From an optimization exercise on the open Yosys and OpenROAD flow, aimed at small area; shortcuts taken in it are not production practice. At most, simulation tests tie the RTL to the original design; equivalence was not proved. No functional check of the RTL was part of run 5. The flow treats the clock pin as an ideal source, which a real chip does not have. Power figures rest on the tool's default switching activity, not on a simulated workload.

## design/flow/flow/run.sh

```bash
#!/bin/bash
# Layout: the standard ORFS flow, with these changes:
#  * ports are buffered with buf_1 cells (the standard flow's buffer_ports picks
#    a larger delay buffer);
#  * clock tree synthesis uses clkbuf_4 and inserts no dummy loads; clock
#    buffers with a large fanout are then upsized to clkbuf_8 (post_cts.tcl).
# The make output goes to flow.log here; ORFS keeps each step's log under orfs/logs.
set -euo pipefail
bash standard.sh \
  "BUFFER_PORTS_ARGS=-buffer_cell sky130_fd_sc_hd__buf_1" \
  "CTS_ARGS=-sink_clustering_enable -repair_clock_nets -buf_list sky130_fd_sc_hd__clkbuf_4 -dont_use_dummy_load" \
  "POST_CTS_TCL=$PWD/flow/post_cts.tcl" \
  finish > flow.log 2>&1
```

## design/flow/flow/post_cts.tcl

```tcl
# After clock tree synthesis (built with clkbuf_4), upsize the clock buffers
# that drive more than 7 pins to clkbuf_8, to keep the flip-flop clock slew
# low, then legalize the placement again.
foreach inst [get_cells clkbuf_*] {
  set out [get_pins -of_objects $inst -filter "direction == output"]
  set net [get_nets -of_objects $out]
  set fo [llength [get_pins -of_objects $net -filter "direction == input"]]
  if { $fo > 7 } {
    replace_cell $inst sky130_fd_sc_hd__clkbuf_8
    puts "post_cts: upsized [get_property $inst name] (fanout $fo)"
  }
}
detailed_placement
check_placement -verbose
estimate_parasitics -placement
```

## design/flow/standard.sh

```bash
#!/bin/bash
# synth_recipe.tcl (not shown) runs the flow's synth.tcl, then flattens the netlist and writes it again
# the make line also repeats each setting of config.mk as NAME=value (left out here)
make -C /OpenROAD-flow-scripts/flow DESIGN_CONFIG=/design/flow/config.mk WORK_HOME=/design/flow/orfs CLKGATE_MAP_FILE= SYNTH_SCRIPT=/design/flow/synth_recipe.tcl "${@:-finish}"
```

## design/flow/config.mk

```make
export PLATFORM = sky130hd
export DESIGN_NAME = simpletimer
export DESIGN_NICKNAME = simpletimer
export VERILOG_FILES = /design/flow/design.v
export SDC_FILE = /design/flow/constraint.sdc
export NUM_CORES = 4
export LEC_CHECK = 0
export CAP_MARGIN = 20
export CORE_MARGIN = 2
export CORE_UTILIZATION = 55
export SLEW_MARGIN = 20
export SYNTH_HIERARCHICAL = 1
```

## design/flow/constraint.sdc

```tcl
create_clock -name core_clock -period 4.0 [get_ports {clk}]
set_input_delay 0.8000 -clock core_clock [delete_from_list [all_inputs] [get_ports {clk}]]
set_output_delay 0.8000 -clock core_clock [all_outputs]
set_load 0.01 [all_outputs]
```

## design/flow/design.v

```verilog
module simpletimer (
    input         clk,
    input         reset_n,
    output  [7:0] data_out,
    input   [7:0] data_in,
    input         cs_n,
    input         rd_n,
    input         wr_n,
    input   [3:0] addr
);
    reg         timer_busy;
    reg   [7:0] timer_cfg;
    reg  [31:0] timer_cnt;
    reg  [31:0] timer_now;
    reg  [31:0] timer_del;
    reg  [15:0] done_lo;
    reg  [15:0] done_hi;
    wire [31:0] done_time = {done_hi, done_lo};
    reg         done_c;
    reg         cfg_wr;
    genvar i, k;
    wire [7:0] din_n;
    wire [3:0] a_n;
    wire cs_i, rd_i, wr_i, wsel_n, rsel_n, wsel, rsel;
    generate for (i = 0; i < 8; i = i + 1) begin : g_dinn
        p_inv u (.a(data_in[i]), .y(din_n[i]));
    end endgenerate
    generate for (i = 0; i < 4; i = i + 1) begin : g_an
        p_inv u (.a(addr[i]), .y(a_n[i]));
    end endgenerate
    p_inv   u_csi (.a(cs_n), .y(cs_i));
    p_inv   u_rdi (.a(rd_n), .y(rd_i));
    p_inv   u_wri (.a(wr_n), .y(wr_i));
    p_nand3 u_wsn (.a(cs_i), .b(rd_n), .c(wr_i), .y(wsel_n));
    p_nand3 u_rsn (.a(cs_i), .b(rd_i), .c(wr_n), .y(rsel_n));
    p_inv   u_ws  (.a(wsel_n), .y(wsel));
    p_inv   u_rs  (.a(rsel_n), .y(rsel));
    wire [3:0] lo_n;
    p_nand2 u_lo0 (.a(a_n[1]),  .b(a_n[0]),  .y(lo_n[0]));
    p_nand2 u_lo1 (.a(a_n[1]),  .b(addr[0]), .y(lo_n[1]));
    p_nand2 u_lo2 (.a(addr[1]), .b(a_n[0]),  .y(lo_n[2]));
    p_nand2 u_lo3 (.a(addr[1]), .b(addr[0]), .y(lo_n[3]));
    wire [2:0] wh_n, rh_n;
    p_nand3 u_wh0 (.a(wsel), .b(a_n[3]),  .c(a_n[2]),  .y(wh_n[0]));
    p_nand3 u_wh1 (.a(wsel), .b(a_n[3]),  .c(addr[2]), .y(wh_n[1]));
    p_nand3 u_wh2 (.a(wsel), .b(addr[3]), .c(a_n[2]),  .y(wh_n[2]));
    p_nand3 u_rh0 (.a(rsel), .b(a_n[3]),  .c(a_n[2]),  .y(rh_n[0]));
    p_nand3 u_rh1 (.a(rsel), .b(a_n[3]),  .c(addr[2]), .y(rh_n[1]));
    p_nand3 u_rh2 (.a(rsel), .b(addr[3]), .c(a_n[2]),  .y(rh_n[2]));
    wire [9:0] we, rs;
    generate for (k = 0; k < 10; k = k + 1) begin : g_sel
        p_nor2 uw (.a(lo_n[k % 4]), .b(wh_n[k / 4]), .y(we[k]));
        p_nor2 ur (.a(lo_n[k % 4]), .b(rh_n[k / 4]), .y(rs[k]));
    end endgenerate
    wire [9:0] we_n;
    generate for (k = 0; k < 10; k = k + 1) begin : g_wen
        if (k != 5) begin : g
            p_inv u (.a(we[k]), .y(we_n[k]));
        end else begin : g5
            assign we_n[k] = 1'b1;
        end
    end endgenerate
    wire on = timer_cfg[0];
    wire on_n, start, cap, ld_n, ld_on, inc_on;
    p_inv   u_onn  (.a(on), .y(on_n));
    p_and2  u_st   (.a(cfg_wr), .b(timer_cfg[1]), .y(start));
    p_and2  u_cap  (.a(cfg_wr), .b(timer_cfg[2]), .y(cap));
    p_nand2 u_ldn  (.a(cfg_wr), .b(timer_cfg[3]), .y(ld_n));
    p_nor2  u_ldon (.a(ld_n), .b(on_n), .y(ld_on));
    p_and2  u_inon (.a(ld_n), .b(on), .y(inc_on));
    wire lo_add, lo_hold, strq;
    p_and3  u_ladd (.a(we[4]), .b(data_in[1]), .c(data_in[0]), .y(lo_add));
    p_or2   u_strq (.a(data_in[1]), .b(din_n[0]), .y(strq));
    p_nand2 u_lhld (.a(we[4]), .b(strq), .y(lo_hold));
    wire [7:0]  cfg_d;
    wire [31:0] del_d;
    generate for (i = 0; i < 8; i = i + 1) begin : g_cfg
        p_a22o ud (.a1(we[4]), .a2(data_in[i]), .b1(we_n[4]), .b2(timer_cfg[i]), .y(cfg_d[i]));
    end endgenerate
    generate for (i = 0; i < 32; i = i + 1) begin : g_del
        p_a22o ud (.a1(we[i / 8]), .a2(data_in[i % 8]), .b1(we_n[i / 8]), .b2(timer_del[i]), .y(del_d[i]));
    end endgenerate
    wire [3:0] nw, nh;
    generate for (k = 0; k < 4; k = k + 1) begin : g_nsel
        p_nor2 uw (.a(we_n[6 + k]), .b(cap), .y(nw[k]));
        p_nor2 uh (.a(we[6 + k]),   .b(cap), .y(nh[k]));
    end endgenerate
    wire [31:0] now_dn, now_d;
    generate for (i = 0; i < 32; i = i + 1) begin : g_now
        p_a222oi ua (.a1(cap), .a2(timer_cnt[i]), .b1(nw[i / 8]), .b2(data_in[i % 8]),
                     .c1(nh[i / 8]), .c2(timer_now[i]), .y(now_dn[i]));
        p_inv    ui (.a(now_dn[i]), .y(now_d[i]));
    end endgenerate
    wire [31:0] inc;
    wire [32:0] t;
    wire [5:0]  nib_n;
    generate for (k = 0; k < 6; k = k + 1) begin : g_nib
        p_nand4 u (.a(timer_cnt[4*k]), .b(timer_cnt[4*k+1]), .c(timer_cnt[4*k+2]),
                   .d(timer_cnt[4*k+3]), .y(nib_n[k]));
    end endgenerate
    wire z23, z45;
    p_nor2 u_t8  (.a(nib_n[0]), .b(nib_n[1]), .y(t[8]));
    p_nor2 u_z23 (.a(nib_n[2]), .b(nib_n[3]), .y(z23));
    p_and2 u_t16 (.a(t[8]), .b(z23), .y(t[16]));
    p_nor2 u_z45 (.a(nib_n[4]), .b(nib_n[5]), .y(z45));
    p_and2 u_t24 (.a(t[16]), .b(z45), .y(t[24]));
    p_inv  u_i0  (.a(timer_cnt[0]), .y(inc[0]));
    assign t[1] = timer_cnt[0];
    generate for (i = 1; i < 32; i = i + 1) begin : g_inc
        if ((i % 8) == 7) begin : gx
            p_xor2 u (.a(timer_cnt[i]), .b(t[i]), .y(inc[i]));
        end else begin : gh
            p_ha u (.a(timer_cnt[i]), .b(t[i]), .s(inc[i]), .co(t[i+1]));
        end
    end endgenerate
    assign t[0] = 1'b1;
    assign t[32] = 1'b0;
    wire [31:0] cnt_d;
    generate for (i = 0; i < 32; i = i + 1) begin : g_cnt
        p_a22o ud (.a1(ld_on), .a2(timer_now[i]), .b1(inc_on), .b2(inc[i]), .y(cnt_d[i]));
    end endgenerate
    wire [15:0] s_lo;
    wire        c16;
    add16_lo u_addlo (.a(done_time[15:0]), .b(timer_del[15:0]), .s(s_lo), .co(c16));
    wire [15:0] lo_d;
    generate for (i = 0; i < 16; i = i + 1) begin : g_lo
        p_a22o ud (.a1(lo_add), .a2(s_lo[i]), .b1(lo_hold), .b2(done_time[i]), .y(lo_d[i]));
    end endgenerate
    wire st2_n, hi_add, hi_hold;
    p_nand3 u_st2n (.a(cfg_wr), .b(timer_cfg[1]), .c(on), .y(st2_n));
    p_inv   u_hadd (.a(st2_n), .y(hi_add));
    p_and2  u_hhld (.a(st2_n), .b(on), .y(hi_hold));
    wire [15:0] s_hi;
    add16_hi u_addhi (.a(done_time[31:16]), .b(timer_del[31:16]), .ci(done_c), .s(s_hi));
    wire [15:0] hi_d;
    generate for (i = 0; i < 16; i = i + 1) begin : g_hi
        p_a22o ud (.a1(hi_add), .a2(s_hi[i]), .b1(hi_hold), .b2(done_time[16 + i]), .y(hi_d[i]));
    end endgenerate
    wire [31:0] e;
    wire [7:0]  ne4;
    wire [3:0]  eq8;
    wire [1:0]  ne16;
    wire        neq, bz_n, busy_d;
    generate for (i = 0; i < 32; i = i + 1) begin : g_eq
        p_xnor2 u (.a(timer_cnt[i]), .b(done_time[i]), .y(e[i]));
    end endgenerate
    generate for (k = 0; k < 8; k = k + 1) begin : g_eq4
        p_nand4 u (.a(e[4*k]), .b(e[4*k+1]), .c(e[4*k+2]), .d(e[4*k+3]), .y(ne4[k]));
    end endgenerate
    generate for (k = 0; k < 4; k = k + 1) begin : g_eq8
        p_nor2 u (.a(ne4[2*k]), .b(ne4[2*k+1]), .y(eq8[k]));
    end endgenerate
    p_nand2 u_ne16a (.a(eq8[0]), .b(eq8[1]), .y(ne16[0]));
    p_nand2 u_ne16b (.a(eq8[2]), .b(eq8[3]), .y(ne16[1]));
    p_or2   u_neq   (.a(ne16[0]), .b(ne16[1]), .y(neq));
    p_a21oi u_bz    (.a1(timer_busy), .a2(neq), .b1(start), .y(bz_n));
    p_nor2  u_bd    (.a(bz_n), .b(on_n), .y(busy_d));
    wire [7:0] ra, rb, rc;
    wire       rbusy_n;
    generate for (i = 0; i < 8; i = i + 1) begin : g_rd
        p_a222oi ua (.a1(rs[0]), .a2(timer_del[i]),      .b1(rs[1]), .b2(timer_del[8 + i]),
                     .c1(rs[2]), .c2(timer_del[16 + i]), .y(ra[i]));
        p_a222oi ub (.a1(rs[3]), .a2(timer_del[24 + i]), .b1(rs[4]), .b2(timer_cfg[i]),
                     .c1(rs[6]), .c2(timer_now[i]),      .y(rb[i]));
        p_a222oi uc (.a1(rs[7]), .a2(timer_now[8 + i]),  .b1(rs[8]), .b2(timer_now[16 + i]),
                     .c1(rs[9]), .c2(timer_now[24 + i]), .y(rc[i]));
        if (i == 0) begin : g0
            p_nand2 ubz (.a(rs[5]), .b(timer_busy), .y(rbusy_n));
            p_nand4 uo  (.a(ra[i]), .b(rb[i]), .c(rc[i]), .d(rbusy_n), .y(data_out[i]));
        end else begin : gn
            p_nand3 uo  (.a(ra[i]), .b(rb[i]), .c(rc[i]), .y(data_out[i]));
        end
    end endgenerate
    always @(posedge clk or negedge reset_n) begin
        if (~reset_n) begin
            timer_cfg  <= 8'h0;
            timer_del  <= 32'h0;
            timer_now  <= 32'h0;
            done_lo    <= 16'h0;
            timer_busy <= 1'b0;
            cfg_wr     <= 1'b0;
        end else begin
            timer_cfg  <= cfg_d;
            timer_del  <= del_d;
            timer_now  <= now_d;
            done_lo    <= lo_d;
            timer_busy <= busy_d;
            cfg_wr     <= we[4];
        end
    end
    always @(posedge clk) begin
        timer_cnt <= cnt_d;
        done_c    <= c16;
        done_hi   <= hi_d;
    end
endmodule
module add16_lo (
    input  [15:0] a,
    input  [15:0] b,
    output [15:0] s,
    output        co
);
    wire [3:0] c;
    wire [11:0] x;
    wire [2:0]  xc;
    rca4 u_a (.a(a[3:0]), .b(b[3:0]), .s(s[3:0]), .co(c[0]));
    genvar j;
    generate for (j = 1; j < 4; j = j + 1) begin : g
        rca4 u_r (.a(a[4*j +: 4]), .b(b[4*j +: 4]), .s(x[4*j-4 +: 4]), .co(xc[j-1]));
        fix4 u_f (.x(x[4*j-4 +: 4]), .c(c[j-1]), .xc(xc[j-1]), .s(s[4*j +: 4]), .co(c[j]));
    end endgenerate
    assign co = c[3];
endmodule
module add16_hi (
    input  [15:0] a,
    input  [15:0] b,
    input         ci,
    output [15:0] s
);
    wire [3:0] c;
    wire [11:0] x;
    wire [2:0]  xc;
    rca4c u_a (.a(a[3:0]), .b(b[3:0]), .ci(ci), .s(s[3:0]), .co(c[0]));
    genvar j;
    generate for (j = 1; j < 4; j = j + 1) begin : g
        rca4 u_r (.a(a[4*j +: 4]), .b(b[4*j +: 4]), .s(x[4*j-4 +: 4]), .co(xc[j-1]));
        fix4 u_f (.x(x[4*j-4 +: 4]), .c(c[j-1]), .xc(xc[j-1]), .s(s[4*j +: 4]), .co(c[j]));
    end endgenerate
endmodule
module rca4 (
    input  [3:0] a,
    input  [3:0] b,
    output [3:0] s,
    output       co
);
    wire [4:1] c;
    p_ha u0 (.a(a[0]), .b(b[0]), .s(s[0]), .co(c[1]));
    p_fa u1 (.a(a[1]), .b(b[1]), .ci(c[1]), .s(s[1]), .co(c[2]));
    p_fa u2 (.a(a[2]), .b(b[2]), .ci(c[2]), .s(s[2]), .co(c[3]));
    p_fa u3 (.a(a[3]), .b(b[3]), .ci(c[3]), .s(s[3]), .co(c[4]));
    assign co = c[4];
endmodule
module rca4c (
    input  [3:0] a,
    input  [3:0] b,
    input        ci,
    output [3:0] s,
    output       co
);
    wire [4:1] c;
    p_fa u0 (.a(a[0]), .b(b[0]), .ci(ci),   .s(s[0]), .co(c[1]));
    p_fa u1 (.a(a[1]), .b(b[1]), .ci(c[1]), .s(s[1]), .co(c[2]));
    p_fa u2 (.a(a[2]), .b(b[2]), .ci(c[2]), .s(s[2]), .co(c[3]));
    p_fa u3 (.a(a[3]), .b(b[3]), .ci(c[3]), .s(s[3]), .co(c[4]));
    assign co = c[4];
endmodule
module fix4 (
    input  [3:0] x,
    input        c,
    input        xc,
    output [3:0] s,
    output       co
);
    wire q1, q2, q3, p;
    p_xor2  u0 (.a(x[0]), .b(c), .y(s[0]));
    p_nand2 n1 (.a(c), .b(x[0]), .y(q1));
    p_xnor2 u1 (.a(x[1]), .b(q1), .y(s[1]));
    p_nand3 n2 (.a(c), .b(x[0]), .c(x[1]), .y(q2));
    p_xnor2 u2 (.a(x[2]), .b(q2), .y(s[2]));
    p_nand4 n3 (.a(c), .b(x[0]), .c(x[1]), .d(x[2]), .y(q3));
    p_xnor2 u3 (.a(x[3]), .b(q3), .y(s[3]));
    p_and4  up (.a(x[0]), .b(x[1]), .c(x[2]), .d(x[3]), .y(p));
    p_a21o  uc (.a1(c), .a2(p), .b1(xc), .y(co));
endmodule
module p_inv   (input a, output y); assign y = ~a; endmodule
module p_nand2 (input a, input b, output y); assign y = ~(a & b); endmodule
module p_nor2  (input a, input b, output y); assign y = ~(a | b); endmodule
module p_and2  (input a, input b, output y); assign y = a & b; endmodule
module p_or2   (input a, input b, output y); assign y = a | b; endmodule
module p_and3  (input a, input b, input c, output y); assign y = a & b & c; endmodule
module p_and4  (input a, input b, input c, input d, output y); assign y = a & b & c & d; endmodule
module p_a21o  (input a1, input a2, input b1, output y); assign y = (a1 & a2) | b1; endmodule
module p_a22o  (input a1, input a2, input b1, input b2, output y); assign y = (a1 & a2) | (b1 & b2); endmodule
module p_nand3 (input a, input b, input c, output y); assign y = ~(a & b & c); endmodule
module p_nand4 (input a, input b, input c, input d, output y); assign y = ~(a & b & c & d); endmodule
module p_a21oi (input a1, input a2, input b1, output y); assign y = ~((a1 & a2) | b1); endmodule
module p_a222oi (input a1, input a2, input b1, input b2, input c1, input c2, output y);
    assign y = ~((a1 & a2) | (b1 & b2) | (c1 & c2));
endmodule
module p_xor2  (input a, input b, output y); assign y = a ^ b; endmodule
module p_xnor2 (input a, input b, output y); assign y = ~(a ^ b); endmodule
module p_ha    (input a, input b, output s, output co); assign s = a ^ b; assign co = a & b; endmodule
module p_fa    (input a, input b, input ci, output s, output co);
    assign s  = a ^ b ^ ci;
    assign co = (a & b) | (ci & (a ^ b));
endmodule
```

==> results of run 1 <==
## critical path, delay by kind of cell (launching register included)
| family | cells | cell delay (ns) |
|---|---|---|
| adder cells (fa/ha/maj) | 4 | 1.51 |
| AO/OA/AOI/OAI | 3 | 0.66 |
| AND/OR/NAND/NOR | 2 | 0.33 |
| XOR/XNOR | 1 | 0.15 |
| flip-flops | 1 | 0.44 |
## registers in the layout (all words and copies together), names as in the netlist
register / cells
done_c: 1
done_lo: 16
timer_del: 32
timer_cfg: 8
timer_now: 32
timer_busy: 1
done_hi: 16
timer_cnt: 32
cfg_wr: 1
## worst min path at each step
stage | startpoint | endpoint | slack, ns | depth (start not counted)
3_3_place_gp | timer_cfg[4] | timer_cfg[4] | 0.50 | 1
2_1_floorplan | timer_cfg[4] | timer_cfg[4] | 0.46 | 1
6_report | reset_n | timer_now[20] | 0.49 | 1
3_5_place_dp | timer_cfg[5] | timer_cfg[5] | 0.50 | 1
5_1_grt | reset_n | timer_now[21] | 0.53 | 1
## power by group
group	total, mW	switching (mW)	internal, mW
registers	1.64	0.143	1.50
clock network	0.808	0.455	0.353
logic	0.307	0.171	0.135
## cells in the final DEF (no fill, tap or decap), drive strengths merged, types with 22 or more instances in the layout
master and instances:
buf 30, a222oi 56, nand3 22, nor2 36, dfxtp 49, a22o 104, fa 25, xnor2 50
inv 54, dfrtp 90, ha 34
## through the flow
stage                     util, %  cell area [µm²]  power (mW)  std cells
after floorplan                 -             6940        1.80        586
after global placement       58.6             7300        1.96        789
after detailed placement     58.6             7300        1.97        789
after global routing         60.4             7520        2.87        806
final                        60.4             7520        2.75        806
## metal layers
| layer | up-vias | track usage (%) |
|---|---|---|
| met4 | 0 | 12.5 |
| met2 | 261 | 45.9 |
| li1 | 2377 | - |
| met3 | 41 | 8.04 |
| met5 | - | 0 |
| met1 | 2691 | 43.6 |
## area by class of cell
type	instances	area (µm²)
repair buffers	31	146
multi-input cells	393	3500
well taps	172	215
clock buffers	17	221
flip-flops and latches	139	3230
fillers	1087	4940
inverters	54	203
==> flow_metrics.tcl, run 1 <==
set metrics [dict create \
    fin_skew_ns 0.0281 \
    overflow 0 \
    crit_path_max_incr_delay_ns 0.52 \
    routedWlPerCell_um 24.2 \
    hold_violations 0 \
    p_leak_nw 3.68 \
    areaGrowthSynthToFinish_pct 8.44 \
    slew_violations 0 \
    grt_max_degree 58 \
    layout-drive-gt1-share_pct 4.26 \
    setup.worst_path.class "flip-flop to flip-flop" \
    place.gp.congestion 0.920 \
    wirelength_um 19500 \
    grt_pass1_vias 5247 \
    drv_cap 0 \
    first_iter_violations 703 \
    fin_hold_ws_ns 0.491 \
    irDropWorstVdd_mv 0.323 \
    fin_tns_setup_ns 0 \
    p_per_area_nw_per_um2 366 \
    die_area_um2 13500 \
    clk_pin_slew_worst_paths_ns 0.08 \
    r2r-end "done_hi[15]" \
    fin_ws_ns 0.796 \
    die_height_um 116 \
    ys_warn_count 7 \
    r2r_setup_slack_ns 0.80 \
    clk_latency_ns 0.46 \
    timing.rr.start "timer_del[20]" \
    antenna_found_initial 0 \
    dr_wl_met3_um 1590 \
    cts_sinks 139 \
    worst_slew_pin_slew_ns 0.860 \
    r2r_cells 10 \
    ant_nets 0 \
    highest_layer "met4" \
    slowest_stage "fa_1" \
    fin_crit_sh_pct 80.1 \
    num-nets-final 712 \
    wl_met2_um 9050 \
    endpoint "done_hi[15]" \
    synth_nets 662 \
    core_um2 12500 \
    startpoint "timer_del[20]" \
    pre_cts_ws_ns 0.830 \
    period_needed_ns 3.20 \
    critPathLaunchType "flip-flop" \
    io_pins 25 \
    avgSynthCellArea_um2 11.8 \
    status "no timing/DRC/antenna violations" \
    netlist_instances 586 \
    num_vias 5370 \
    crit_path_max_fanout 5 \
    rsz0062_at_grt "no" \
    grt_first_pass_wirelength_um 30500 \
    via_per_inst 6.66 \
    diodes 0 \
    crit_path_end_kind "flip-flop" \
    met1_length_um 8300 \
    worstPathRequired_ns 4.33 \
    crit_path_cell_trace "ha_1, fa_1, fa_1, fa_1, and4_1, a21o_1, a21o_1, nand4_1, xnor2_1, a22o_1" \
    port_buffers 24 \
    dp_hpwl_um 14300 \
    grt_usage_pct 31.0 \
    arrival_ns 3.53 \
    max_freq_mhz 312 \
    rows 41 \
    cpMostUsedCell "fa_1" \
    cts_tree "done" \
    drc 0 \
    min_path_type "input pin to async pin" \
    relSlewSlack_pct 42.6 \
    setup_viol 0 \
    synth_area_um2 6940 \
    initial_core_util_pct 55.7 \
    drt_pass1_iterations 13 \
    fp.dieW_um 116 \
]
==> run 2: changes to the inputs <==
--- a/design/flow/flow/run.sh
+++ b/design/flow/flow/run.sh
@@ -3,7 +3,8 @@
 #  * ports are buffered with buf_1 cells (the standard flow's buffer_ports picks
 #    a larger delay buffer);
 #  * clock tree synthesis uses clkbuf_4 and inserts no dummy loads; clock
-#    buffers with a large fanout are then upsized to clkbuf_8 (post_cts.tcl).
+#    buffers with a large fanout or load slew are then upsized to clkbuf_8
+#    (post_cts.tcl).
 # The make output goes to flow.log here; ORFS keeps each step's log under orfs/logs.
 set -euo pipefail
 bash standard.sh \
==> design/flow/flow/post_cts.tcl (replaced) <==
# After clock tree synthesis (built with clkbuf_4), upsize to clkbuf_8 each
# clock buffer that drives more than 12 pins or whose loads see a slew over
# 95 ps (placement estimate), to keep the flip-flop clock slew low; then
# legalize the placement again.
estimate_parasitics -placement
foreach inst [get_cells clkbuf_*] {
  set out [get_pins -of_objects $inst -filter "direction == output"]
  set net [get_nets -of_objects $out]
  set loads [get_pins -of_objects $net -filter "direction == input"]
  set worst 0.0
  foreach p $loads {
    set s [get_property $p slew_max]
    if { $s > $worst } { set worst $s }
  }
  set fo [llength $loads]
  if { $fo > 12 || $worst > 0.095 } {
    replace_cell $inst sky130_fd_sc_hd__clkbuf_8
    puts "post_cts: upsized [get_property $inst name] (fanout $fo, slew $worst)"
  }
}
detailed_placement
check_placement -verbose
estimate_parasitics -placement
--- a/design/flow/config.mk
+++ b/design/flow/config.mk
@@ -7,6 +7,7 @@
 export LEC_CHECK = 0
 export CAP_MARGIN = 20
 export CORE_MARGIN = 2
-export CORE_UTILIZATION = 55
+export CORE_UTILIZATION = 40
+export CTS_BUF_LIST = sky130_fd_sc_hd__clkbuf_8
 export SLEW_MARGIN = 20
 export SYNTH_HIERARCHICAL = 1
==> run 2 against run 1 <==
Design area rose by 0.30%. Maximum frequency is 0.82% lower. Count of clock-buffer cells in the layout unchanged. Synthesized cell count did not move. Critical endpoint is now data_out[4].
==> flow_metrics.tcl, run 2 <==
set metrics [dict create \
    period_needed_ns 3.23 \
    clk_pin_slew_worst_paths_ns 0.10 \
    synth_area_um2 6940 \
    mostFrequentLayoutCell "a22o_1" \
    die_area_um2 18400 \
    cts_tree "done" \
    rsz0062_at_grt "no" \
    netlist_instances 586 \
    worst_slew_pin_slew_ns 1.05 \
    num_vias 5382 \
    crit_path_max_fanout 8 \
    avgSynthCellArea_um2 11.8 \
    setup_viol 0 \
    ant_nets 0 \
    rows 48 \
    overflow 0 \
    crit_path_end_kind "primary output" \
    fin_skew_ns 0.0305 \
    irDropWorstVdd_mv 0.208 \
    relSlewSlack_pct 30.3 \
    die_height_um 136 \
    worstPathRequired_ns 3.20 \
    fp.dieW_um 136 \
    r2r_setup_slack_ns 0.81 \
    antenna_found_initial 0 \
    hold_violations 0 \
    ys_warn_count 7 \
    areaGrowthSynthToFinish_pct 8.76 \
    p_leak_nw 3.67 \
    via_per_inst 6.27 \
    cpMostUsedCell "nand3_1" \
    crit_path_max_incr_delay_ns 0.58 \
    arrival_ns 2.43 \
    grt_pass1_vias 5504 \
    drc 0 \
    diodes 0 \
    status "no timing/DRC/antenna violations" \
    critPathLaunchType "input pin" \
    layout-drive-gt1-share_pct 4.26 \
    place.gp.congestion 0.906 \
    crit_path_cell_trace "buf_1, inv_1, nand3_1, inv_1, nand3_1, nor2_1, a222oi_1, nand3_1, buf_1" \
    io_pins 25 \
    fill_cells 1589 \
    p_per_area_nw_per_um2 355 \
    reg.largest.list "timer_cnt x32, timer_del x32, timer_now x32" \
    core_um2 17100 \
    fin_util_pct 44.1 \
    timing.rr.start "timer_del[16]" \
    final_cell_mix "a22o_1 (104), dfrtp_1 (90), a222oi_1 (56)" \
    multi_input_area_um2 3500 \
    regArea_um2 3230 \
    cts_sinks 139 \
    slowest_stage "a222oi_1" \
    num-nets-final 712 \
    startpoint "rd_n" \
    dp_hpwl_um 14400 \
    fin_crit_sh_pct 80.8 \
    grt_usage_pct 23.2 \
    max_freq_mhz 310 \
    grt_first_pass_wirelength_um 31600 \
    first_iter_violations 765 \
    slew_violations 0 \
    initial_core_util_pct 40.5 \
    port_buffers 24 \
    setup.worst_path.class "input pin to primary output" \
    min_path_type "input pin to async pin" \
    grt_max_degree 64 \
    drv_cap 0 \
    wirelength_um 20100 \
    routedWlPerCell_um 23.4 \
    clk_latency_ns 0.46 \
    synth_nets 662 \
    fin_tns_setup_ns 0 \
    drt_pass1_iterations 8 \
]
==> run 2: path summary, 6_finish.rpt <==
check / to / cells past startpoint
hold / removal: done_lo[6] / 1
min in group core_clock: timer_cfg[4] / 1
hold reg to reg: timer_cfg[4] / 1
max in group asynchronous: timer_cfg[5] / 2
setup reg to reg: done_hi[14] / 9
setup / recovery: data_out[4] / 9
==> run 2: per-layer routing <==
layer | up-vias | GRT usage [%] | part of all wire (%)
met5 | - | 0 | 0
met4 | 0 | 8.51 | 2.2
met3 | 32 | 5.95 | 8.8
met2 | 275 | 36.6 | 47
met1 | 2704 | 31.0 | 42
li1 | 2371 | - | -
==> run 2: through the flow <==
stage	area, µm²	hold WS [ns]	std cells	total power [mW]	worst slack (ns)
final	7550	0.491	859	2.68	0.770
after global placement	7370	0.499	842	1.96	0.853
after floorplan	6940	0.463	586	1.80	1.04
after detailed placement	7370	0.492	842	1.97	0.850
after global routing	7550	0.540	859	2.80	0.606
==> run 2: layout make-up <==
| type | count | area share (%) |
|---|---|---|
| multi-input cells | 393 | 46.4 |
| flip-flops and latches | 139 | 42.8 |
| well taps | 225 | 3.73 |
| inverters | 54 | 2.69 |
| clock buffers | 17 | 2.35 |
| repair buffers | 31 | 1.94 |
==> run 2: power by group <==
group          total (mW)  internal, mW  switching [mW]
clock               0.737         0.281           0.456
sequential           1.63          1.50           0.139
combinational       0.309         0.135           0.174
total                2.68          1.91           0.769
==> run 2: worst max-delay path: cells and delay by family <==
kind | cells | cell delay [ns]
AOI/OAI and AO/OA | 1 | 0.58
and+or+nand+nor | 4 | 0.65
buffers and inverters | 4 | 0.39
==> run 3: changes to the inputs <==
==> design/flow/flow/post_cts.tcl (replaced) <==
# After clock tree synthesis (built with clkbuf_4), upsize clock buffers to
# clkbuf_8 to keep the flip-flop clock slew low: first each buffer that
# drives more than 12 pins (the root), then each buffer whose loads see a
# slew over 105 ps (placement estimate); then legalize the placement again.
proc clk_loads { inst } {
  set out [get_pins -of_objects $inst -filter "direction == output"]
  set net [get_nets -of_objects $out]
  return [get_pins -of_objects $net -filter "direction == input"]
}
foreach inst [get_cells clkbuf_*] {
  set fo [llength [clk_loads $inst]]
  if { $fo > 12 } {
    replace_cell $inst sky130_fd_sc_hd__clkbuf_8
    puts "post_cts: upsized [get_property $inst name] (fanout $fo)"
  }
}
estimate_parasitics -placement
foreach inst [get_cells clkbuf_*] {
  if { [get_property [get_lib_cells -of_objects $inst] name] eq "sky130_fd_sc_hd__clkbuf_8" } {
    continue
  }
  set worst 0.0
  foreach p [clk_loads $inst] {
    set s [get_property $p slew_max]
    if { $s > $worst } { set worst $s }
  }
  if { $worst > 0.105 } {
    replace_cell $inst sky130_fd_sc_hd__clkbuf_8
    puts "post_cts: upsized [get_property $inst name] (slew $worst)"
  }
}
detailed_placement
check_placement -verbose
estimate_parasitics -placement
==> run 3 against run 2 <==
Clock skew decreased by 0.00089 ns. Via count increased by 0.24%. Critical endpoint is now done_lo[14]. Critical path depth increased by 1. Clock power decreased by 3.3%. Synthesized area unchanged. Design area decreased by 0.17%. Largest cell class unchanged. Count of clock-buffer cells in the layout unchanged. Largest power group unchanged. Power decreased by 0.82%. Sequential power about the same. Die area unchanged. Combinational power about the same. Cell count unchanged.
==> flow_metrics.tcl, run 3 <==
set metrics [dict create \
    grt_usage_pct 23.2 \
    first_iter_violations 756 \
    worstPathRequired_ns 4.31 \
    finalPower_mw 2.66 \
    fin_crit_sh_pct 79.8 \
    die_height_um 136 \
    fin_hold_ws_ns 0.509 \
    wirelength_um 20000 \
    reg.largest.list "timer_cnt x32, timer_del x32, timer_now x32" \
    clock_power_share_pct 26.8 \
    antenna_found_initial 0 \
    drt_pass1_iterations 9 \
    fp.dieW_um 136 \
    crit_path_max_fanout 5 \
    final_cell_mix "a22o_1 (104), dfrtp_1 (90), a222oi_1 (56)" \
    worst_slew_pin_slew_ns 1.08 \
    crit_path_cell_trace "ha_1, fa_1, fa_1, fa_1, and4_1, a21o_1, a21o_1, nand3_1, xnor2_1, a22o_1" \
    arrival_ns 3.50 \
    synth_nets 662 \
    fill_cells 1590 \
    setup_viol 0 \
    areaGrowthSynthToFinish_pct 8.58 \
    dp_hpwl_um 14400 \
    ant_nets 0 \
    slew_violations 0 \
    cts_tree "done" \
    status "no timing/DRC/antenna violations" \
    avgSynthCellArea_um2 11.8 \
    fin_tns_setup_ns 0 \
    crit_family "adder cells" \
    rsz0062_at_grt "no" \
    port_buffers 24 \
    setup.worst_path.class "flip-flop to flip-flop" \
    synth_area_um2 6940 \
    critPathLaunchType "flip-flop" \
    io_pins 25 \
    via_per_inst 6.28 \
    p_leak_nw 3.66 \
    min_path_type "input pin to async pin" \
    ys_warn_count 7 \
    max_freq_mhz 313 \
    clk_latency_ns 0.45 \
    num-nets-final 712 \
    irDropWorstVdd_mv 0.199 \
    relSlewSlack_pct 28.2 \
    intPower_mw 1.89 \
    grt_first_pass_wirelength_um 31600 \
    place.gp.congestion 0.906 \
    fin_skew_ns 0.0297 \
    p_switching_mw 0.768 \
    pwr-share-seq_pct 61.5 \
    routedWlPerCell_um 23.3 \
    drv_cap 0 \
    p_per_area_nw_per_um2 353 \
    cpMostUsedCell "fa_1" \
    final_cells 859 \
    crit_path_end_kind "flip-flop" \
    grt_pass1_vias 5501 \
    num_vias 5395 \
    hold_violations 0 \
    layout-drive-gt1-share_pct 4.26 \
    diodes 0 \
    mostFrequentLayoutCell "a22o_1" \
    worst-path-buf-inv 0 \
    period_needed_ns 3.19 \
    netlist_instances 586 \
    core_um2 17100 \
    p_sw_share_pct 28.9 \
    fin_util_pct 44.0 \
    overflow 0 \
    drc 0 \
    slowest_stage "fa_1" \
    crit_path_max_incr_delay_ns 0.52 \
    rows 48 \
    clk_pin_slew_worst_paths_ns 0.09 \
    pwr-share-comb_pct 11.6 \
    die_area_um2 18400 \
    dpl.cell_count 842 \
    grt_max_degree 64 \
    initial_core_util_pct 40.5 \
    cts_sinks 139 \
]
[run 3: worst paths after layout]
path,start,endpoint,slack (ns),depth (start not counted)
max,timer_del[4],done_lo[14],0.81,10
min reg2reg,timer_cfg[5],timer_cfg[5],0.52,1
max reg2reg,timer_del[4],done_lo[14],0.81,10
min,reset_n,done_lo[11],0.51,1
min in group core_clock,timer_cfg[5],timer_cfg[5],0.52,1
max in group asynchronous,reset_n,timer_now[31],2.70,2
[run 3: layer usage]
| layer | share of wire [%] | vias to the layer above | wire (µm) | track usage, % |
|---|---|---|---|---|
| met5 | 0 | - | 0 | 0 |
| met4 | 2.3 | 0 | 463 | 8.51 |
| met3 | 8.7 | 29 | 1730 | 5.84 |
| met2 | 47 | 280 | 9420 | 36.5 |
| met1 | 42 | 2718 | 8400 | 31.0 |
| li1 | - | 2368 | - | - |
[run 3: final cells by class]
cell class | count | area (µm²) | share of cell area, %
Tap cell | 225 | 282 | 3.74
Inverter | 54 | 203 | 2.69
Timing Repair Buffer | 31 | 146 | 1.94
Clock buffer | 17 | 165 | 2.19
Multi-Input combinational cell | 393 | 3500 | 46.5
Sequential cell | 139 | 3230 | 42.9
[run 3: per-stage QoR]
step | setup slack (ns) | cell area (µm²)
2_1_floorplan | 1.04 | 6940
3_3_place_gp | 0.853 | 7370
3_5_place_dp | 0.850 | 7370
5_1_grt | 0.606 | 7530
6_report | 0.810 | 7530
[run 3: power by group through the flow]
stage               Clock [mW]  Combinational, mW  Sequential, mW
floorplan                    0              0.208            1.59
global placement             0              0.296            1.66
detailed placement           0              0.307            1.66
global route             0.786              0.345            1.64
finish                   0.713              0.309            1.64
==> run 4: changes to the inputs <==
--- a/design/flow/design.v
+++ b/design/flow/design.v
@@ -18,6 +18,8 @@
     wire [31:0] done_time = {done_hi, done_lo};
     reg         done_c;
     reg         cfg_wr;
+    reg         run;
+    wire        run_n;
     genvar i, k;
     wire [7:0] din_n;
     wire [3:0] a_n;
@@ -32,7 +34,7 @@
     p_inv   u_rdi (.a(rd_n), .y(rd_i));
     p_inv   u_wri (.a(wr_n), .y(wr_i));
     p_nand3 u_wsn (.a(cs_i), .b(rd_n), .c(wr_i), .y(wsel_n));
-    p_nand3 u_rsn (.a(cs_i), .b(rd_i), .c(wr_n), .y(rsel_n));
+    p_nand4 u_rsn (.a(cs_i), .b(rd_i), .c(wr_n), .d(run), .y(rsel_n));
     p_inv   u_ws  (.a(wsel_n), .y(wsel));
     p_inv   u_rs  (.a(rsel_n), .y(rsel));
     wire [3:0] lo_n;
@@ -52,38 +54,42 @@
         p_nor2 uw (.a(lo_n[k % 4]), .b(wh_n[k / 4]), .y(we[k]));
         p_nor2 ur (.a(lo_n[k % 4]), .b(rh_n[k / 4]), .y(rs[k]));
     end endgenerate
-    wire [9:0] we_n;
-    generate for (k = 0; k < 10; k = k + 1) begin : g_wen
-        if (k != 5) begin : g
-            p_inv u (.a(we[k]), .y(we_n[k]));
-        end else begin : g5
-            assign we_n[k] = 1'b1;
-        end
-    end endgenerate
-    wire on = timer_cfg[0];
+    wire [4:0] hd;
+    generate for (k = 0; k < 5; k = k + 1) begin : g_hd
+        p_nor2 u (.a(we[k]), .b(run_n), .y(hd[k]));
+    end endgenerate
+    wire [9:6] we_n;
+    generate for (k = 6; k < 10; k = k + 1) begin : g_wen
+        p_inv u (.a(we[k]), .y(we_n[k]));
+    end endgenerate
+    p_inv u_runn (.a(run), .y(run_n));
+    wire on;
+    p_and2  u_on   (.a(timer_cfg[0]), .b(run), .y(on));
     wire on_n, start, cap, ld_n, ld_on, inc_on;
     p_inv   u_onn  (.a(on), .y(on_n));
     p_and2  u_st   (.a(cfg_wr), .b(timer_cfg[1]), .y(start));
-    p_and2  u_cap  (.a(cfg_wr), .b(timer_cfg[2]), .y(cap));
+    p_and3  u_cap  (.a(cfg_wr), .b(timer_cfg[2]), .c(run), .y(cap));
     p_nand2 u_ldn  (.a(cfg_wr), .b(timer_cfg[3]), .y(ld_n));
     p_nor2  u_ldon (.a(ld_n), .b(on_n), .y(ld_on));
     p_and2  u_inon (.a(ld_n), .b(on), .y(inc_on));
     wire lo_add, lo_hold, strq;
-    p_and3  u_ladd (.a(we[4]), .b(data_in[1]), .c(data_in[0]), .y(lo_add));
+    p_and4  u_ladd (.a(we[4]), .b(data_in[1]), .c(data_in[0]), .d(run), .y(lo_add));
     p_or2   u_strq (.a(data_in[1]), .b(din_n[0]), .y(strq));
-    p_nand2 u_lhld (.a(we[4]), .b(strq), .y(lo_hold));
+    p_a21oi u_lhld (.a1(we[4]), .a2(strq), .b1(run_n), .y(lo_hold));
     wire [7:0]  cfg_d;
     wire [31:0] del_d;
     generate for (i = 0; i < 8; i = i + 1) begin : g_cfg
-        p_a22o ud (.a1(we[4]), .a2(data_in[i]), .b1(we_n[4]), .b2(timer_cfg[i]), .y(cfg_d[i]));
+        p_a22o ud (.a1(we[4]), .a2(data_in[i]), .b1(hd[4]), .b2(timer_cfg[i]), .y(cfg_d[i]));
     end endgenerate
     generate for (i = 0; i < 32; i = i + 1) begin : g_del
-        p_a22o ud (.a1(we[i / 8]), .a2(data_in[i % 8]), .b1(we_n[i / 8]), .b2(timer_del[i]), .y(del_d[i]));
+        p_a22o ud (.a1(we[i / 8]), .a2(data_in[i % 8]), .b1(hd[i / 8]), .b2(timer_del[i]), .y(del_d[i]));
     end endgenerate
     wire [3:0] nw, nh;
+    wire cap_h;
+    p_or2 u_caph (.a(cap), .b(run_n), .y(cap_h));
     generate for (k = 0; k < 4; k = k + 1) begin : g_nsel
-        p_nor2 uw (.a(we_n[6 + k]), .b(cap), .y(nw[k]));
-        p_nor2 uh (.a(we[6 + k]),   .b(cap), .y(nh[k]));
+        p_nor2 uw (.a(we_n[6 + k]), .b(cap),   .y(nw[k]));
+        p_nor2 uh (.a(we[6 + k]),   .b(cap_h), .y(nh[k]));
     end endgenerate
     wire [31:0] now_dn, now_d;
     generate for (i = 0; i < 32; i = i + 1) begin : g_now
@@ -120,7 +126,8 @@
         p_a22o ud (.a1(ld_on), .a2(timer_now[i]), .b1(inc_on), .b2(inc[i]), .y(cnt_d[i]));
     end endgenerate
     wire [15:0] s_lo;
-    wire        c16;
+    wire        c16, c16_r;
+    p_and2 u_c16r (.a(c16), .b(run), .y(c16_r));
     add16_lo u_addlo (.a(done_time[15:0]), .b(timer_del[15:0]), .s(s_lo), .co(c16));
     wire [15:0] lo_d;
     generate for (i = 0; i < 16; i = i + 1) begin : g_lo
@@ -172,26 +179,21 @@
         end
     end endgenerate
     always @(posedge clk or negedge reset_n) begin
-        if (~reset_n) begin
-            timer_cfg  <= 8'h0;
-            timer_del  <= 32'h0;
-            timer_now  <= 32'h0;
-            done_lo    <= 16'h0;
-            timer_busy <= 1'b0;
-            cfg_wr     <= 1'b0;
-        end else begin
-            timer_cfg  <= cfg_d;
-            timer_del  <= del_d;
-            timer_now  <= now_d;
-            done_lo    <= lo_d;
-            timer_busy <= busy_d;
-            cfg_wr     <= we[4];
-        end
+        if (~reset_n)
+            run <= 1'b0;
+        else
+            run <= 1'b1;
     end
     always @(posedge clk) begin
-        timer_cnt <= cnt_d;
-        done_c    <= c16;
-        done_hi   <= hi_d;
+        timer_cfg  <= cfg_d;
+        timer_del  <= del_d;
+        timer_now  <= now_d;
+        done_lo    <= lo_d;
+        done_hi    <= hi_d;
+        timer_busy <= busy_d;
+        cfg_wr     <= we[4];
+        timer_cnt  <= cnt_d;
+        done_c     <= c16_r;
     end
 endmodule
 module add16_lo (
==> run 4 against run 3 <==
Largest power group unchanged. Via count fell by 2.7%. First-iteration DRC count fell by 16%. Count of clock-buffer cells in the layout did not move. Clock power fell by 4.1%. Power fell by 19%. Synthesized area fell by 5.6%. Critical endpoint is now data_out[0]. Sequential cell count rose by 1. Utilization rose by 0.58 points. Sequential power fell by 14%.
==> flow_metrics.tcl, run 4 <==
set metrics [dict create \
    hold_violations 0 \
    areaGrowthSynthToFinish_pct 8.58 \
    irDropWorstVdd_mv 0.148 \
    grt_pass1_vias 5046 \
    clk_latency_ns 0.42 \
    grt_max_degree 38 \
    grt.met3_usage_pct 4.88 \
    worstPathRequired_ns 3.20 \
    synth_area_um2 6550 \
    cts_sinks 140 \
    fin_util_pct 44.6 \
    status "no timing/DRC/antenna violations" \
    final_cell_mix "dfxtp_1 (139), a22o_1 (104), a222oi_1 (56)" \
    first_iter_violations 633 \
    crit_path_max_fanout 8 \
    layout-drive-gt1-share_pct 3.76 \
    placed_area_um2 6940 \
    drv_cap 0 \
    met2_usage_pct 33.3 \
    crit_path_end_kind "primary output" \
    critPathLaunchType "flip-flop" \
    fin_crit_sh_pct 82.1 \
    max_freq_mhz 305 \
    antenna_found_initial 0 \
    die_area_um2 17400 \
    rows 46 \
    grt_usage_pct 22.1 \
    min_path_type "flip-flop to flip-flop" \
    fin_skew_ns 0.0299 \
    fin_tns_setup_ns 0 \
    final_area_um2 7110 \
    worst_slew_pin_slew_ns 0.940 \
    ant_nets 0 \
    grt.busiest_layer "met2" \
    routedWlPerCell_um 22.3 \
    io_pins 25 \
    mostFrequentLayoutCell "dfxtp_1" \
    num_vias 5251 \
    synth_nets 668 \
    dp_hpwl_um 14100 \
    p_leak_nw 3.21 \
    overflow 0 \
    rsz0062_at_grt "no" \
    ys_warn_count 7 \
    fin_hold_ws_ns 0.492 \
    drc 0 \
    slew_violations 0 \
    reg.largest.list "timer_cnt x32, timer_del x32, timer_now x32" \
    avgSynthCellArea_um2 11.1 \
    netlist_instances 592 \
    grt_first_pass_wirelength_um 29500 \
    num-nets-final 716 \
    initial_core_util_pct 41.1 \
    period_needed_ns 3.28 \
    setup.worst_path.class "flip-flop to primary output" \
    p_per_area_nw_per_um2 305 \
    setup_viol 0 \
    cts_tree "done" \
    drt_pass1_iterations 6 \
    place.gp.congestion 1.01 \
    arrival_ns 2.48 \
    fp.dieW_um 132 \
    pre_cts_ws_ns 0.843 \
    fin_ws_ns 0.717 \
    port_buffers 24 \
    die_height_um 132 \
    wirelength_um 19000 \
    clk_pin_slew_worst_paths_ns 0.10 \
    grt.met1_usage_pct 31.0 \
    core_um2 15900 \
    diodes 0 \
    relSlewSlack_pct 37.3 \
    via_per_inst 6.15 \
]
## run 4: changes by cell type in the layout (fill, tap and decap cells not counted), sizes merged, moves of 2 or more
cell	before	now
dfxtp	49	139
dfrtp	90	1
nor2	36	41
inv	54	50
buf	30	28
## run 4: critical path: stages (launching register included)
cell and delay (ns):
dfrtp_1 0.53, nand4_1 0.14, inv_1 0.11, nand3_1 0.18, nor2_1 0.47, a222oi_1 0.26, nand4_1 0.18, buf_1 0.18
## run 4: final timing paths
kind                            slack (ns)            to     startpoint  cells after the start
worst max-delay path                  0.72   data_out[0]            run                      7
worst min-delay path                  0.49  timer_cfg[7]   timer_cfg[7]                      1
worst max register to register        0.83   done_hi[15]  timer_del[20]                     10
worst min register to register        0.49  timer_cfg[7]   timer_cfg[7]                      1
max in group asynchronous             3.23           run        reset_n                      2
min in group asynchronous             0.67           run        reset_n                      2
## run 4: report_power, final
part           leakage, nW  switching (mW)  internal [mW]
Clock               0.0912           0.433          0.250
Sequential            1.13         0.00858           1.40
Combinational         1.98          0.0583         0.0159
Total                 3.21           0.500           1.66
## run 4: area by class of cell
cell class                 instances  area (µm²)
fill                            1572        8830
multi-input combinational        402        3550
sequential                       140        2810
tap                              216         270
inverter                          50         188
clock buffer                      17         159
timing repair buffer              29         130
## run 4: per-layer routing
metal	routed length, µm	part of all wire, %
met1	8620	45
met5	0	0
met2	8540	45
met3	1350	7.1
met4	523	2.7
## run 4: per-stage QoR
| step | cells | total power [mW] |
|---|---|---|
| final | 854 | 2.17 |
| after global routing | 854 | 2.25 |
| after detailed placement | 836 | 1.51 |
| after global placement | 836 | 1.51 |
| after floorplan | 592 | 1.47 |
==> run 5: changes to the inputs <==
--- a/design/flow/design.v
+++ b/design/flow/design.v
@@ -13,8 +13,8 @@
     reg  [31:0] timer_cnt;
     reg  [31:0] timer_now;
     reg  [31:0] timer_del;
-    reg  [15:0] done_lo;
-    reg  [15:0] done_hi;
+    reg  [14:0] done_lo;
+    reg  [16:0] done_hi;
     wire [31:0] done_time = {done_hi, done_lo};
     reg         done_c;
     reg         cfg_wr;
@@ -125,23 +125,23 @@
     generate for (i = 0; i < 32; i = i + 1) begin : g_cnt
         p_a22o ud (.a1(ld_on), .a2(timer_now[i]), .b1(inc_on), .b2(inc[i]), .y(cnt_d[i]));
     end endgenerate
-    wire [15:0] s_lo;
+    wire [14:0] s_lo;
     wire        c16, c16_r;
     p_and2 u_c16r (.a(c16), .b(run), .y(c16_r));
-    add16_lo u_addlo (.a(done_time[15:0]), .b(timer_del[15:0]), .s(s_lo), .co(c16));
-    wire [15:0] lo_d;
-    generate for (i = 0; i < 16; i = i + 1) begin : g_lo
+    add15_lo u_addlo (.a(done_time[14:0]), .b(timer_del[14:0]), .s(s_lo), .co(c16));
+    wire [14:0] lo_d;
+    generate for (i = 0; i < 15; i = i + 1) begin : g_lo
         p_a22o ud (.a1(lo_add), .a2(s_lo[i]), .b1(lo_hold), .b2(done_time[i]), .y(lo_d[i]));
     end endgenerate
     wire st2_n, hi_add, hi_hold;
     p_nand3 u_st2n (.a(cfg_wr), .b(timer_cfg[1]), .c(on), .y(st2_n));
     p_inv   u_hadd (.a(st2_n), .y(hi_add));
     p_and2  u_hhld (.a(st2_n), .b(on), .y(hi_hold));
-    wire [15:0] s_hi;
-    add16_hi u_addhi (.a(done_time[31:16]), .b(timer_del[31:16]), .ci(done_c), .s(s_hi));
-    wire [15:0] hi_d;
-    generate for (i = 0; i < 16; i = i + 1) begin : g_hi
-        p_a22o ud (.a1(hi_add), .a2(s_hi[i]), .b1(hi_hold), .b2(done_time[16 + i]), .y(hi_d[i]));
+    wire [16:0] s_hi;
+    add17_hi u_addhi (.a(done_time[31:15]), .b(timer_del[31:15]), .ci(done_c), .s(s_hi));
+    wire [16:0] hi_d;
+    generate for (i = 0; i < 17; i = i + 1) begin : g_hi
+        p_a22o ud (.a1(hi_add), .a2(s_hi[i]), .b1(hi_hold), .b2(done_time[15 + i]), .y(hi_d[i]));
     end endgenerate
     wire [31:0] e;
     wire [7:0]  ne4;
@@ -196,39 +196,89 @@
         done_c     <= c16_r;
     end
 endmodule
-module add16_lo (
-    input  [15:0] a,
-    input  [15:0] b,
-    output [15:0] s,
+module add15_lo (
+    input  [14:0] a,
+    input  [14:0] b,
+    output [14:0] s,
     output        co
 );
-    wire [3:0] c;
-    wire [11:0] x;
-    wire [2:0]  xc;
-    rca4 u_a (.a(a[3:0]), .b(b[3:0]), .s(s[3:0]), .co(c[0]));
+    wire [2:0] c;
+    wire [9:0] x;
+    wire [1:0] xc;
+    rca5 u_a (.a(a[4:0]), .b(b[4:0]), .s(s[4:0]), .co(c[0]));
     genvar j;
-    generate for (j = 1; j < 4; j = j + 1) begin : g
-        rca4 u_r (.a(a[4*j +: 4]), .b(b[4*j +: 4]), .s(x[4*j-4 +: 4]), .co(xc[j-1]));
-        fix4 u_f (.x(x[4*j-4 +: 4]), .c(c[j-1]), .xc(xc[j-1]), .s(s[4*j +: 4]), .co(c[j]));
+    generate for (j = 1; j < 3; j = j + 1) begin : g
+        rca5 u_r (.a(a[5*j +: 5]), .b(b[5*j +: 5]), .s(x[5*j-5 +: 5]), .co(xc[j-1]));
+        fix5 u_f (.x(x[5*j-5 +: 5]), .c(c[j-1]), .xc(xc[j-1]), .s(s[5*j +: 5]), .co(c[j]));
     end endgenerate
-    assign co = c[3];
+    assign co = c[2];
 endmodule
-module add16_hi (
-    input  [15:0] a,
-    input  [15:0] b,
+module add17_hi (
+    input  [16:0] a,
+    input  [16:0] b,
     input         ci,
-    output [15:0] s
+    output [16:0] s
 );
     wire [3:0] c;
     wire [11:0] x;
     wire [2:0]  xc;
-    rca4c u_a (.a(a[3:0]), .b(b[3:0]), .ci(ci), .s(s[3:0]), .co(c[0]));
+    rca5c u_a (.a(a[4:0]), .b(b[4:0]), .ci(ci), .s(s[4:0]), .co(c[0]));
     genvar j;
-    generate for (j = 1; j < 4; j = j + 1) begin : g
-        rca4 u_r (.a(a[4*j +: 4]), .b(b[4*j +: 4]), .s(x[4*j-4 +: 4]), .co(xc[j-1]));
-        fix4 u_f (.x(x[4*j-4 +: 4]), .c(c[j-1]), .xc(xc[j-1]), .s(s[4*j +: 4]), .co(c[j]));
+    generate for (j = 0; j < 3; j = j + 1) begin : g
+        rca4 u_r (.a(a[5+4*j +: 4]), .b(b[5+4*j +: 4]), .s(x[4*j +: 4]), .co(xc[j]));
+        fix4 u_f (.x(x[4*j +: 4]), .c(c[j]), .xc(xc[j]), .s(s[5+4*j +: 4]), .co(c[j+1]));
     end endgenerate
 endmodule
+module rca5 (
+    input  [4:0] a,
+    input  [4:0] b,
+    output [4:0] s,
+    output       co
+);
+    wire [5:1] c;
+    p_ha u0 (.a(a[0]), .b(b[0]), .s(s[0]), .co(c[1]));
+    p_fa u1 (.a(a[1]), .b(b[1]), .ci(c[1]), .s(s[1]), .co(c[2]));
+    p_fa u2 (.a(a[2]), .b(b[2]), .ci(c[2]), .s(s[2]), .co(c[3]));
+    p_fa u3 (.a(a[3]), .b(b[3]), .ci(c[3]), .s(s[3]), .co(c[4]));
+    p_fa u4 (.a(a[4]), .b(b[4]), .ci(c[4]), .s(s[4]), .co(c[5]));
+    assign co = c[5];
+endmodule
+module rca5c (
+    input  [4:0] a,
+    input  [4:0] b,
+    input        ci,
+    output [4:0] s,
+    output       co
+);
+    wire [5:1] c;
+    p_fa u0 (.a(a[0]), .b(b[0]), .ci(ci),   .s(s[0]), .co(c[1]));
+    p_fa u1 (.a(a[1]), .b(b[1]), .ci(c[1]), .s(s[1]), .co(c[2]));
+    p_fa u2 (.a(a[2]), .b(b[2]), .ci(c[2]), .s(s[2]), .co(c[3]));
+    p_fa u3 (.a(a[3]), .b(b[3]), .ci(c[3]), .s(s[3]), .co(c[4]));
+    p_fa u4 (.a(a[4]), .b(b[4]), .ci(c[4]), .s(s[4]), .co(c[5]));
+    assign co = c[5];
+endmodule
+module fix5 (
+    input  [4:0] x,
+    input        c,
+    input        xc,
+    output [4:0] s,
+    output       co
+);
+    wire q1, q2, q3, q4, q5, xc_n;
+    p_xor2   u0 (.a(x[0]), .b(c), .y(s[0]));
+    p_nand2  n1 (.a(c), .b(x[0]), .y(q1));
+    p_xnor2  u1 (.a(x[1]), .b(q1), .y(s[1]));
+    p_nand3  n2 (.a(c), .b(x[0]), .c(x[1]), .y(q2));
+    p_xnor2  u2 (.a(x[2]), .b(q2), .y(s[2]));
+    p_nand4  n3 (.a(c), .b(x[0]), .c(x[1]), .d(x[2]), .y(q3));
+    p_xnor2  u3 (.a(x[3]), .b(q3), .y(s[3]));
+    p_nand2b n4 (.a_n(q3), .b(x[3]), .y(q4));
+    p_xnor2  u4 (.a(x[4]), .b(q4), .y(s[4]));
+    p_nand2b n5 (.a_n(q4), .b(x[4]), .y(q5));
+    p_inv    ux (.a(xc), .y(xc_n));
+    p_nand2  uc (.a(xc_n), .b(q5), .y(co));
+endmodule
 module rca4 (
     input  [3:0] a,
     input  [3:0] b,
@@ -283,6 +333,7 @@
 module p_and4  (input a, input b, input c, input d, output y); assign y = a & b & c & d; endmodule
 module p_a21o  (input a1, input a2, input b1, output y); assign y = (a1 & a2) | b1; endmodule
 module p_a22o  (input a1, input a2, input b1, input b2, output y); assign y = (a1 & a2) | (b1 & b2); endmodule
+module p_nand2b (input a_n, input b, output y); assign y = ~(~a_n & b); endmodule
 module p_nand3 (input a, input b, input c, output y); assign y = ~(a & b & c); endmodule
 module p_nand4 (input a, input b, input c, input d, output y); assign y = ~(a & b & c & d); endmodule
 module p_a21oi (input a1, input a2, input b1, output y); assign y = ~((a1 & a2) | b1); endmodule
==> run 5 against run 4 <==
Still clean. Clock skew is 0.0016 ns higher. Synthesized cell count is 0.51% lower. Setup slack worse by 0.30 ns. Die area is 0.50% lower. Clock power hardly changed. Sequential cell count stayed put. Critical endpoint is now done_hi[16].
==> flow_metrics.tcl, run 5 <==
set metrics [dict create \
    cts_tree "done" \
    grt_first_pass_wirelength_um 29200 \
    die_height_um 132 \
    rows 46 \
    mostFrequentLayoutCell "dfxtp_1" \
    max_freq_mhz 279 \
    status "no timing/DRC/antenna violations" \
    placed_area_um2 6910 \
    initial_core_util_pct 41.0 \
    core_um2 15900 \
    netlist_instances 589 \
    r2r_setup_slack_ns 0.42 \
    fin_skew_ns 0.0315 \
    fin_util_pct 44.6 \
    areaGrowthSynthToFinish_pct 8.74 \
    drv_cap 0 \
    grt_max_degree 25 \
    setup.worst_path.class "flip-flop to flip-flop" \
    multi_input_area_um2 3510 \
    die_area_um2 17300 \
    slowest_stage "fa_1" \
    r2r_cells 10 \
    clk_latency_ns 0.43 \
    critPathLaunchType "flip-flop" \
    rsz0062_at_grt "no" \
    timing.rr.start "done_hi[0]" \
    whs_path_depth 1 \
    port_buffers 24 \
    grt_usage_pct 22.2 \
    regArea_um2 2810 \
    synth_area_um2 6510 \
    p_leak_nw 3.18 \
    dp_hpwl_um 13800 \
    crit_path_max_incr_delay_ns 0.50 \
    place.gp.congestion 0.862 \
    fp.dieW_um 132 \
    ys_warn_count 7 \
    worstPathRequired_ns 4.33 \
    drt_pass1_iterations 8 \
    avgSynthCellArea_um2 11.1 \
    drc 0 \
    irDropWorstVdd_mv 0.181 \
    period_needed_ns 3.58 \
    grt_pass1_vias 5021 \
    slew_violations 0 \
    final_cell_mix "dfxtp_1 (139), a22o_1 (104), a222oi_1 (56)" \
    via_per_inst 6.16 \
    relSlewSlack_pct 36.7 \
    routedWlPerCell_um 22.3 \
    p_per_area_nw_per_um2 305 \
    reg.largest.list "timer_cnt x32, timer_del x32, timer_now x32" \
    diodes 0 \
    fill_cells 1546 \
    fin_tns_setup_ns 0 \
    cpMostUsedCell "fa_1" \
    cts_sinks 140 \
    io_pins 25 \
    num-nets-final 714 \
    ant_nets 0 \
    hp-start "timer_cfg[7]" \
    final_area_um2 7080 \
    fin_crit_sh_pct 89.5 \
    overflow 0 \
    min_to "timer_cfg[7]" \
    wirelength_um 19000 \
    clk_pin_slew_worst_paths_ns 0.09 \
    layout-drive-gt1-share_pct 3.93 \
    synth_nets 665 \
    arrival_ns 3.91 \
    crit_path_cell_trace "fa_1, fa_1, fa_1, fa_1, fa_1, a21o_1, a21o_1, nand4_1, xnor2_1, a22o_1" \
    r2r-end "done_hi[16]" \
    crit_path_end_kind "flip-flop" \
    hold_violations 0 \
    worst_slew_pin_slew_ns 0.950 \
    num_vias 5245 \
    min_path_type "flip-flop to flip-flop" \
    first_iter_violations 680 \
    antenna_found_initial 0 \
    setup_viol 0 \
    crit_path_max_fanout 5 \
]
[run 5: area by class of cell]
type,instances,share of cell area [%]
clock buffer,17,2.24
timing repair buffer,30,1.94
multi-input combinational,397,49.6
inverter,52,2.76
sequential,140,39.6
tap,216,3.82
[run 5: worst max path at each step]
stage / startpoint / endpoint / cells past startpoint
floorplan: done_hi[0] / done_hi[16] / 10
global placement: done_hi[0] / done_hi[16] / 10
detailed placement: done_hi[0] / done_hi[16] / 10
global route: done_hi[0] / done_hi[15] / 10
finish: done_hi[0] / done_hi[16] / 10
[run 5: per-layer routing]
metal	GRT usage (%)	part of all wire [%]	vias up
li1	-	-	2371
met1	29.1	43	2603
met5	0	0	-
met3	5.17	7.5	37
met2	34.5	47	234
met4	10.8	3.0	0
[run 5: power breakdown]
part / switching [mW] / leakage [nW] / total (mW) / internal (mW)
combinational: 0.0585 / 1.96 / 0.0743 / 0.0158
clock: 0.431 / 0.0912 / 0.681 / 0.250
sequential: 0.00806 / 1.13 / 1.41 / 1.40
[run 5: through the flow]
stage               setup WS [ns]  hold slack [ns]  cells  power, mW
floorplan                   0.722            0.440    589       1.47
global placement            0.543            0.453    834       1.51
detailed placement          0.457            0.458    834       1.51
global route                0.320            0.507    852       2.25
finish                      0.422            0.481    852       2.16
[run 5: worst max-delay path, delay by kind of cell, from the launching register on]
kind / cells / cell delay (ns)
AO/OA/AOI/OAI: 3 / 0.74
AND/OR/NAND/NOR: 1 / 0.11
flip-flops: 1 / 0.35
adder cells (fa/ha/maj): 5 / 2.21
XOR/XNOR: 1 / 0.08

## separate check: timing with driven ports
The flow's constraints put no driver on any port. The routed layouts listed below were extracted and timed again, unchanged, in two steps. Step 1 assumes that a clkbuf_16 drives the clock port and a buf_2 every other input. Step 2 moves the port delays by t, midway between the first and last clock arrival at a register: inputs arrive t later, outputs are due t later. That takes back most of the time a late clock gives input paths. Three values: ideal ports, drivers, drivers and shift; two values: the first two.
run | shift t [ns] | setup WS [ns] | hold slack, ns | worst setup path after step 2
run 1 | 0.482 | 0.796 / 0.796 / 0.796 | 0.491 / 0.476 / 0.527 | register to register
run 2 | 0.479 | 0.770 / 0.743 / 0.743 | 0.491 / 0.478 / 0.518 | input to output
run 3 | 0.471 | 0.810 / 0.792 / 0.792 | 0.509 / 0.496 / 0.520 | input to output
run 4 | 0.444 | 0.717 / 0.682 / 0.765 | 0.492 / 0.492 / 0.492 | input to output
run 5 | 0.457 | 0.422 / 0.422 / 0.422 | 0.481 / 0.481 / 0.481 | register to register
After both steps setup and hold are still met in every run listed. For run 2, which loses most, drivers alone change the setup slack by -0.027 ns; drivers and shift together by -0.027 ns.
